This is an optimization exercise on Yosys and OpenROAD, whose aim is small area and a short achievable clock period, not a production implementation. Only simulation tests tie the RTL to the original design; equivalence was not proved.

### config.mk
export PLATFORM = sky130hd
export DESIGN_NAME = acclerator
export DESIGN_NICKNAME = acclerator
export VERILOG_FILES = /design/flow/design.v
export SDC_FILE = /design/flow/constraint.sdc
export NUM_CORES = 4
export LEC_CHECK = 0
export CAP_MARGIN = 20
export CORE_MARGIN = 2
export CORE_UTILIZATION = 40
export SLEW_MARGIN = 20
### constraint.sdc
create_clock -name core_clock -period 13.0 [get_ports {clk}]
set_input_delay 2.6000 -clock core_clock [delete_from_list [all_inputs] [get_ports {clk}]]
set_output_delay 2.6000 -clock core_clock [all_outputs]
set_load 0.01 [all_outputs]
### design.v
`timescale 1ns / 1ps
module acclerator #(
    parameter n = 9'h00a,   
    parameter k = 9'h003,   
    parameter p = 9'h002,   
    parameter s = 1,        
    parameter ptype = 1,   
    parameter act_type = 0, 
    parameter N = 16,      
    parameter Q = 12,      
    parameter AW = 10,     
    parameter DW = 16,     
    parameter p_sqr_inv = 16'b0000010000000000  
) (
    input clk,
    input global_rst,
    input ce,
    input [15:0] activation,
    input [(k*k)*16-1:0] weights,
    output [15:0] data_out,
    output valid_op,
    output end_op,
    output [15:0] conv_out,
    output conv_valid,
    output conv_end
);
    wire [N-1:0] conv_op;
    wire valid_conv,end_conv;
    wire valid_ip;
    wire [N-1:0] relu_op;
    wire [N-1:0] tanh_op;
    wire [N-1:0] pooler_ip;
    wire [N-1:0] pooler_op;
    reg [N-1:0] pooler_op_reg;
    convolver #(.n(n),.k(k),.s(s),.N(N),.Q(Q)) conv ( 
            .clk(clk), 
            .ce(ce), 
            .weights(weights), 
            .global_rst(global_rst), 
            .activation(activation), 
            .conv_op(conv_op), 
            .end_conv(end_conv), 
            .valid_conv(valid_conv)
        );
    assign conv_valid = valid_conv;
    assign conv_end = end_conv;
    assign conv_out = conv_op;
    assign valid_ip = valid_conv && (!end_conv);
    relu #(.N(N)) act(                              
            .din_relu(conv_op),
            .dout_relu(relu_op)
        );
    generate
        if (act_type) begin : g_tanh
    tanh_lut #(.AW(AW),.DW(DW),.N(N),.Q(Q)) tanh(   
            .clk(clk),
            .rst(global_rst),
            .phase(conv_op),
            .tanh(tanh_op)
        );
        end else begin : g_no_tanh
            assign tanh_op = {N{1'b0}};
        end
    endgenerate
    assign pooler_ip = act_type ? tanh_op : relu_op;  
    pooler #(.N(N),.Q(Q),.m(n-k+1),.p(p),.ptype(ptype),.p_sqr_inv(p_sqr_inv)) pool(  
            .clk(clk),
            .ce(valid_ip),
            .master_rst(global_rst),
            .data_in(pooler_ip),
            .data_out(pooler_op),
            .valid_op(valid_op),
            .end_op(end_op)
        );
    assign data_out = pooler_op;
endmodule
`timescale 1ns / 1ps
module convolver #(
    parameter n = 9'h00a,    
    parameter k = 9'h003,    
    parameter s = 1,         
    parameter N = 16,        
    parameter Q = 12         
) (
    input wire clk,
    input wire ce,
    input wire global_rst,
    input wire [N-1:0] activation,
    input wire [(k*k)*16-1:0] weights,
    output wire [N-1:0] conv_op,
    output wire valid_conv,
    output wire end_conv
);
    reg [31:0] count, count2, count3, row_count;
    reg en1, en2, en3;
    wire [N-1:0] weight [0:k*k-1];
    wire [N-1:0] tmp [k*k+1:0];
    wire conv_vld;
    generate
        genvar l;
        for(l=0; l<k*k; l=l+1) begin
            assign weight[l][N-1:0] = weights[N*l+:N];
        end
    endgenerate
    assign tmp[0] = 'd0;
    generate
        genvar i;
        for(i=0; i<k*k; i=i+1) begin : MAC
            if((i+1)%k == 0) begin                   
                if(i == k*k-1) begin                 
                    mac_manual #(.N(N), .Q(Q)) mac(  
                        .clk(clk),                   
                        .ce(ce),                     
                        .sclr(global_rst),           
                        .a(activation),              
                        .b(weight[i]),               
                        .c(tmp[i]),                  
                        .p(conv_op)                  
                    );
                end
                else begin
                    wire [N-1:0] tmp2;
                    mac_manual #(.N(N), .Q(Q)) mac(  
                        .clk(clk),
                        .ce(ce),
                        .sclr(global_rst),
                        .a(activation),
                        .b(weight[i]),
                        .c(tmp[i]),
                        .p(tmp2)
                    );  
                    variable_shift_reg #(.WIDTH(N), .SIZE(n-k)) SR(
                        .d(tmp2),                    
                        .clk(clk),                   
                        .ce(ce),                     
                        .rst(global_rst),            
                        .out(tmp[i+1])               
                    );
                end
            end
            else begin
                mac_manual #(.N(N), .Q(Q)) mac2(
                    .clk(clk),
                    .ce(ce),
                    .sclr(global_rst),
                    .a(activation),
                    .b(weight[i]),
                    .c(tmp[i]),
                    .p(tmp[i+1])
                );
            end
        end
    endgenerate
    always @(posedge clk) begin
        if(global_rst) begin
            count <= 0;                          
            count2 <= 0;                         
            count3 <= 0;                         
            row_count <= 0;                      
            en1 <= 0;
            en2 <= 1;
            en3 <= 0;
        end
        else if(ce) begin
            if(count == (k-1)*n+k-1) begin       
                en1 <= 1'b1;
                count <= count + 1'b1;
            end
            else begin 
                count <= count + 1'b1;
            end
        end
        if(!global_rst) begin    
            if(en1 && en2) begin
                if(count2 == n-k) begin
                    count2 <= 0;
                    en2 <= 0 ;
                    row_count <= row_count + 1'b1;
                end
                else count2 <= count2 + 1'b1;
            end
            if(~en2) begin
                if(count3 == k-2) begin   
                    count3<=0;
                    en2 <= 1'b1;
                end
                else count3 <= count3 + 1'b1;
            end
            if((((count2 + 1) % s == 0) && (row_count % s == 0))||(count3 == k-2)&&(row_count % s == 0)||(count == (k-1)*n+k-1)) begin
                en3 <= 1;  
            end
            else begin
                en3 <= 0;
            end
        end
    end
    assign conv_vld = (en1 && en2 && en3);
    assign end_conv = (count>= n*n+2) ? 1'b1 : 1'b0;
    assign valid_conv = conv_vld;
endmodule
module mac_manual #(parameter N = 16,parameter Q = 12)(
    input clk,sclr,ce,
    input [N-1:0] a,
    input [N-1:0] b,
    input [N-1:0] c,
    output [N-1:0] p
    );
    wire [N-1:0] mult,add;
    reg [N-1:0] tmp;
    wire ovr;
    qmult #(N,Q) mul (
                .clk(clk),
                .rst(sclr),
                .a(a),
                .b(b),
                .q_result(mult),
                .overflow(ovr)
                );
    qadd #(N,Q) add1 (
                .a(mult),
                .b(c),
                .c(add)
                );
    always@(posedge clk,posedge sclr)
           begin
               if(sclr)
               begin
                   tmp <= 0;
               end
               else if(ce)
               begin
                   tmp <= add;
               end
           end
           assign p = tmp;
endmodule
`timescale 1ns / 1ps
module qmult #(
	parameter N = 16,
	parameter Q = 12
) (
	input clk,
	input rst,
	input [N-1:0] a,
	input [N-1:0] b,
	output [N-1:0] q_result,     
	output overflow              
);
	wire [2*N-1:0]	f_result;		 
	wire [N-1:0]   	multiplicand;
	wire [N-1:0]	multiplier;
	wire [N-1:0]    a_2cmp, b_2cmp;
	wire [N-2:0]    quantized_result,quantized_result_2cmp;
	assign a_2cmp = {~a[N-1],~a[N-2:0]+ 1'b1};   
	assign b_2cmp = {~b[N-1],~b[N-2:0]+ 1'b1};   
    assign multiplicand = (a[N-1]) ? a_2cmp : a;              
    assign multiplier   = (b[N-1]) ? b_2cmp : b;
	assign f_result = multiplicand[N-2:0] * multiplier[N-2:0];   
    assign q_result[N-1] = (a[N-1]^b[N-1]) & (|quantized_result);                      
    assign quantized_result = f_result[N-2+Q:Q];               
    assign quantized_result_2cmp = ~quantized_result[N-2:0] + 1'b1;   
    assign q_result[N-2:0] = (a[N-1]^b[N-1]) ? quantized_result_2cmp : quantized_result;  
    assign overflow = (f_result[2*N-2:N-1+Q] > 0) ? 1'b1 : 1'b0;
endmodule
`timescale 1ns / 1ps
module qadd #(
	parameter N = 16,
	parameter Q = 12
) (
    input [N-1:0] a,
    input [N-1:0] b,
    output [N-1:0] c
);
    assign c = a + b;
endmodule
`timescale 1ns / 1ps
module variable_shift_reg #(
    parameter WIDTH = 8,
    parameter SIZE = 3
) (
    input clk,
    input ce,
    input rst,
    input [WIDTH-1:0] d,
    output [WIDTH-1:0] out
);
    reg [WIDTH-1:0] sr [SIZE-1:0];
    generate
        genvar i;
        for(i=0; i<SIZE; i=i+1) begin
            always@(posedge clk or posedge rst) begin
                if(rst) begin
                    sr[i] <= 'd0;
                end
                else if(ce) begin
                    if(i == 'd0) begin
                        sr[i] <= d;
                    end
                    else begin
                        sr[i] <= sr[i-1];
                    end
                end
            end
        end
        assign out = sr[SIZE-1];
    endgenerate
endmodule
`timescale 1ns / 1ps
module pooler #(
    parameter m = 9'h00c,   
    parameter p = 9'h003,   
    parameter N = 16,   
    parameter Q = 12,   
    parameter ptype = 1,  
    parameter p_sqr_inv = 16'b0000010000000000   
) (
    input clk,
    input ce,
    input master_rst,
    input [N-1:0] data_in,
    output [N-1:0] data_out,
    output valid_op,  
    output end_op    
);
    wire rst_m, load_sr, global_rst;   
    wire [1:0] sel;
    wire [N-1:0] comp_op;
    wire [N-1:0] sr_op;
    wire [N-1:0] max_reg_op;
    wire [N-1:0] div_op;
    wire ovr;
    wire [N-1:0] mux_out;
    control_logic2 #(
        m,p
    ) log (
	    .clk(clk),
	    .master_rst(master_rst),
	    .ce(ce),
	    .sel(sel),
	    .rst_m(rst_m),
	    .op_en(valid_op),
	    .load_sr(load_sr),
	    .global_rst(global_rst),
	    .end_op(end_op)
    );
    comparator2 #(
        .N(N),
        .ptype(ptype)
    ) cmp (
        .ce(ce),         
	    .ip1(data_in),
	    .ip2(mux_out),
	    .comp_op(comp_op)
    );
    max_reg #(
        .N(N)
    ) m1 (               
    	.clk(clk),
    	.ce(ce),
	    .din(comp_op),
	    .rst_m(rst_m),
	    .master_rst(master_rst),
	    .reg_op(max_reg_op)
    );
    variable_shift_reg #(
        .WIDTH(N),
        .SIZE((m/p))
    ) SR (
        .d(comp_op),                 
        .clk(clk),                 
        .ce(load_sr),                 
        .rst(global_rst && master_rst),         
        .out(sr_op)             
    );
    input_mux #(
        .N(N)
    ) mux (
        .ip1(sr_op),
        .ip2(max_reg_op),
        .sel(sel),
        .op(mux_out)
    );
    qmult #(N,Q) mul (clk,rst_m,max_reg_op,p_sqr_inv,div_op,ovr); 
    assign data_out = ptype ? max_reg_op : div_op;  
endmodule
`timescale 1ns / 1ps
module control_logic2 (
    input clk,
    input master_rst,
    input ce,                
    output reg [1:0] sel,    
    output reg rst_m,        
    output reg op_en,        
    output reg load_sr,      
    output reg global_rst,   
    output reg end_op        
);
    parameter m = 9'h004;    
    parameter p = 9'h002;    
    integer row_count;   
    integer col_count;   
    integer count;      
    integer nbgh_row_count;  
    always @(posedge clk) begin
        if(master_rst)begin
            sel <= 0;
            load_sr <= 0;
            rst_m <= 0;
            op_en <= 0;
            global_rst <= 0;
            end_op <= 0;
        end
        else begin
            if(((col_count+1)%p !=0)&&(row_count == p-1)&&(col_count == p*count + (p-2))&&ce) begin   
                op_en <= 1;
            end
            else begin
                op_en <= 0;
            end
            if(ce) begin
                if(nbgh_row_count == m/p) begin   
                    end_op <= 1;
                end
                else begin
                    end_op <= 0;
                end
                if(((col_count+1) % p != 0)&&(col_count == m-2)&&(row_count == p-1)) begin   
                    global_rst <= 1;
                end
                else begin
                    global_rst <= 0;
                end
                if((((col_count+1) % p == 0)&&(count != m/p-1)&&(row_count != p-1))||((col_count == m-1)&&(row_count == p-1))) begin   
                    rst_m <= 1;
                end
                else begin
                    rst_m <= 0;
                end
                if(((col_count+1) % p != 0)&&(col_count == m-2)&&(row_count == p-1)) begin
                    sel <= 2'b10;
                end
                else begin
                    if((((col_count) % p == 0)&&(count == m/p-1)&&(row_count != p-1))|| (((col_count) % p == 0)&&(count != m/p-1)&&(row_count == p-1))) begin      
                        sel<=2'b01;
                    end
                    else begin
                        sel <= 2'b00;
                    end
                end
                if((((col_count+1) % p == 0)&&((count == m/p-1)))||((col_count+1) % p == 0)&&((count != m/p-1))) begin   
                    load_sr <= 1;
                end
                else begin
                    load_sr <= 0;
                end
            end
        end
    end
    always @(posedge clk) begin
        if(master_rst) begin
            row_count <=0;
            col_count <=32'hffffffff;
            count <=32'hffffffff;
            nbgh_row_count <=0;
        end
        else begin
            if(ce) begin
                if(global_rst) begin
                    row_count <=0;
                    col_count <=32'h0; 
                    count <=32'h0; 
                    nbgh_row_count <= nbgh_row_count + 1'b1; 
                end
                else begin
                    if(((col_count+1) % p == 0)&&(count == m/p-1)&&(row_count != p-1)) begin  
                        col_count <= 0;
                        row_count <= row_count + 1'b1;
                        count <=0;
                    end
                    else begin
                        col_count<=col_count+1'b1;
                        if(((col_count+1) % p == 0)&&(count != m/p-1)) begin
                            count <= count+ 1'b1;
                        end
                    end
                end
            end
        end
    end
endmodule
`timescale 1ns / 1ps
module input_mux #(
    parameter N = 16
) (
    input [N-1:0] ip1,
    input [N-1:0] ip2,
    input [1:0] sel,
    output [N-1:0] op
);
    assign op = (sel == 2'b01) ? ip1 : ((sel == 2'b00) ? ip2: 0);
endmodule
`timescale 1ns / 1ps
module comparator2 #(
    parameter N = 16,
    parameter Q = 12,
    parameter ptype = 1
) (
    input ce,
    input [N-1:0] ip1,
    input [N-1:0] ip2,
    output [N-1:0] comp_op
);
    wire [N-1:0] ip1_2cmp, ip2_2cmp;   
    reg [N-1:0] temp;
    assign ip1_2cmp = {~ip1[N-1],~ip1[N-2:0] + 1'b1};
    assign ip2_2cmp = {~ip2[N-1],~ip2[N-2:0] + 1'b1};
    assign comp_op = ce ? temp : 'd0;
    always@(*) begin
        if(ptype == 0) begin
            temp = ip1 + ip2;         
        end
        else begin
            if( (ip1[N-1] == 0) & (ip2[N-1] == 0) ) begin   
                temp = (ip1>ip2) ? ip1:ip2;
            end
            else if ( (ip1[N-1] == 1) & (ip2[N-1] == 1) ) begin   
                temp = (ip1_2cmp > ip2_2cmp) ? ip2 : ip1;
            end
            else if ( (ip1[N-1] == 1) & (ip2[N-1] == 0) ) begin   
                temp = ip2;
            end
            else   
            begin
                temp = ip1;
            end
        end
    end
endmodule
`timescale 1ns / 1ps
module max_reg #(
    parameter N = 16
) (
    input clk,
    input ce,
    input [N-1:0] din,
    input rst_m,
    input master_rst,
    output reg [N-1:0] reg_op
);
    always@(posedge clk) begin
    	if(master_rst)
    		reg_op <= 0;
    	else begin
            if(ce) begin
		   	  if(rst_m) begin
                reg_op <=0;
		      end
		      else begin
                reg_op <= din;
			 end
		    end
		end
	end
endmodule
`timescale 1ns / 1ps
module relu #(
    parameter N = 16
) (
    input [N-1:0] din_relu,
    output [N-1:0] dout_relu
);
    assign dout_relu = (din_relu[N-1] == 0) ? din_relu : 0;
endmodule
### run.sh
#!/bin/bash
# synth_recipe.tcl (not shown) runs the flow's synth.tcl, then flattens the netlist and writes it again
# the make line also repeats each setting of config.mk as NAME=value (left out here)
make -C /OpenROAD-flow-scripts/flow DESIGN_CONFIG=/design/flow/config.mk WORK_HOME=/design/flow/orfs CLKGATE_MAP_FILE= SYNTH_SCRIPT=/design/flow/synth_recipe.tcl finish
==> flow_summary.json <==
{
  "period_share_pct": 94.8,
  "final_cell_area_mm2": 0.111,
  "coreArea_mm2": 0.243,
  "cts_tree": "done",
  "ys_seq_elements": 676,
  "cts-buffers-inserted": 77,
  "grt_overflow": 0,
  "ys_seq_area_share_pct": 16.0,
  "drcViolationCount": 0,
  "cap_violations": 0,
  "syn_area_mm2": 0.0981,
  "vias_per_cell": 5.34,
  "syn_to_final_growth_pct": 13.3,
  "crit_slowest_cell": "fa_1",
  "slew_headroom_pct": 21.6,
  "clock_path_buffers": 3,
  "cpPeakStageDelay_ps": 540,
  "yosysMostFrequentCell": "inv_1",
  "tightest_slew_ps": 1170,
  "clk_latency_ps": 690,
  "gr-usage-all-layers_pct": 24.4,
  "antenna_found_initial": 11,
  "cts-resized-gates": 0,
  "fmax_mhz": 81.2,
  "avgSynthCellArea_um2": 9.05,
  "dp_hpwl_mm": 238,
  "min_period_ps": 12320,
  "fin_nets": 13900,
  "portBuffers": 197,
  "cp-end-kind": "flip-flop",
  "synth_area_leader_cell": "fa_1",
  "start_kind": "input port",
  "arrival_ps": 12900,
  "setup_violations": 0,
  "clock-sinks": 676,
  "ant_nets": 0,
  "hold_viol": 0,
  "synthCells": 10800,
  "clkTransAtPathRegs_ps": 60,
  "synth_area_leaders": "fa_1, dfrtp_1, ha_1",
  "ys_top_cells_by_count": "inv_1, fa_1, nor2_1",
  "grt_pass1_wl_mm": 477,
  "boundaryPins": 199,
  "final_cells": 14600,
  "ys_warn_count": 9,
  "fp.dieH_um": 499,
  "die_x_um": 499,
  "placed_area_mm2": 0.108,
  "synth_top_area_share_pct": 30.3,
  "finalMaxSlewViolations": 0,
  "path_class": "input port to flip-flop",
  "drt_iter0_drc": 5789,
  "cp.required_ps": 13580,
  "die_area_mm2": 0.249,
  "outcome": "timing/DRC/antenna clean",
  "grt_pass1_vias": 83500,
  "fp-row-count": 181,
  "gp_congestion": 0.956,
  "via_count": 78200,
  "synth_edf_count": 0,
  "drive_above_1_share_pct": 11.6,
  "yosys_most_used_dff": "dfrtp_1",
  "worstPathMaxFanout": 7,
  "dr.pass1.iters": 9,
  "cts_root_buf": "clkbuf_16",
  "r2r_slack_ps": 8800,
  "cp_common_cell": "fa_1",
  "cts-hold-fix-buffers": 0,
  "synth_nets": 13300,
  "postCtsSetupBuffers": 0,
  "synthDistinctLibCells": 101,
  "min_path_type": "flip-flop to flip-flop",
  "routed_wl_mm": 299,
  "grt_max_degree": 174,
  "synthArstFlopShare_pct": 63.3,
  "wl_per_cell_um": 20.4,
  "cts-htree-levels": 3,
  "start_util_pct": 40.3,
  "finClkSkew_ps": 30.4,
  "dp_cells": 14500
}
worst max-delay path, delay by kind of cell:
kind	cells	cell delay [ps]
xor gates and xnor gates	2	550
and+or+nand+nor	10	2130
buffers and inverters	9	1430
adders and majority gates	8	3670
AOI/OAI and AO/OA	9	2520
metal layers:
metal	GRT usage, %	vias up	wire [µm]
met1	32.0	39600	126000
met4	9.73	4	13600
met5	0	-	23
met2	40.9	2346	142000
met3	2.86	540	17500
li1	-	35800	-
flip-flops by register name (all words and copies together) (netlist names):
name,cells
conv.count3,32
pool.log.col_count,32
conv.en1,1
conv.MAC.genblk1.mac2.tmp,96
pool.log.rst_m,1
conv.MAC.genblk1.genblk1.SR.sr,224
conv.en2,1
conv.MAC.genblk1.genblk1.mac.tmp,48
pool.m1.reg_op,15
pool.SR.sr,60
pool.log.count,32
pool.log.end_op,1
conv.count2,32
pool.log.row_count,32
conv.en3,1
pool.log.nbgh_row_count,32
pool.log.load_sr,1
pool.log.global_rst,1
pool.log.op_en,1
pool.log.sel,1
conv.count,32
kinds of logic after synthesis:
group / Yosys count / share of synthesized area, %
AND/OR/NAND/NOR: 3503 / 15.5
adder cells (fa/ha/maj): 2326 / 41.0
buffers and inverters: 1934 / 7.43
AO/OA/AOI/OAI: 1107 / 7.47
XOR/XNOR: 852 / 7.67
flip-flops: 676 / 16.0
multiplexers: 433 / 4.93
other: 1 / 0.00382
final cells by class:
cell class,instances,area (µm²)
antenna,4,10.0
multi-input combinational,8222,75400
fill,23200,132000
sequential,676,15700
tap,3202,4010
inverter,1502,5650
timing repair buffer,890,7690
clock buffer,105,2190
clock inverter,35,417
final timing paths:
check / startpoint / to / cells after the start
worst min register to register: conv.count2[1] / conv.count2[1] / 2
min in group asynchronous: pool.log.global_rst / pool.SR.sr[2][3] / 2
worst max-delay path: activation[5] / conv.MAC[5].genblk1.genblk1.mac.tmp[15] / 38
worst min-delay path: conv.count2[1] / conv.count2[1] / 2
worst max register to register: pool.log.sel[0] / pool.SR.sr[0][4] / 15
max in group asynchronous: global_rst / conv.MAC[1].genblk1.mac2.tmp[2] / 5
per-stage QoR:
stage / setup WS, ps / setup TNS [ps] / util [%] / hold WS, ps
6_report: 681 / 0 / 45.6 / 481
5_1_grt: -18.2 / -18.2 / 45.6 / 504
4_1_cts: 571 / 0 / 45.6 / 477
3_5_place_dp: -99.9 / -99.9 / 44.5 / 470
3_3_place_gp: -42.4 / -42.4 / 44.5 / 461
2_1_floorplan: 741 / 0 / - / 448
layout by cell type, fill, tap and decap left out, types with 87 or more instances in the layout:
master / instances
clkdlybuf4s50_1: 193
a21o_1: 98
fa_1: 1484
mux2_2: 378
dfxtp_1: 247
inv_1: 1495
nand2_1: 1189
ha_1: 842
xor2_1: 348
buf_4: 653
dfrtp_1: 428
xnor2_1: 478
nand4_1: 87
nor3_1: 93
and3_1: 88
nor2_1: 1470
nand3_1: 154
o21ai_0: 246
a21oi_1: 266

-- static timing again, ports no longer ideal --
The flow's constraints put no driver on any port. The routed layout listed below was extracted and timed again, unchanged, in two steps. Step 1, drivers: a clkbuf_16 drives clk and a buf_2 each remaining input, both assumed. Step 2 adds t to the input delays and takes it off the output delays; t is the mean of the earliest and latest rising clock arrival at the registers after step 1. Input paths then give back, and output paths get back, about the clock's delay inside the block. a / b / c = ideal ports / drivers / drivers and shift; a / b = the first two.
t (ns): 0.756
slack for setup (ns): 0.681 / 0.738 / -0.017
worst setup path after step 2: input to register
clock arrival spread, ns: 0.040 / 0.041
worst data-port slew with drivers (ns): 0.16
With both steps, setup timing fails in this run, where it was met with ideal ports. The setup slack of this run moves by +0.057 ns with the drivers and by -0.698 ns with both steps.
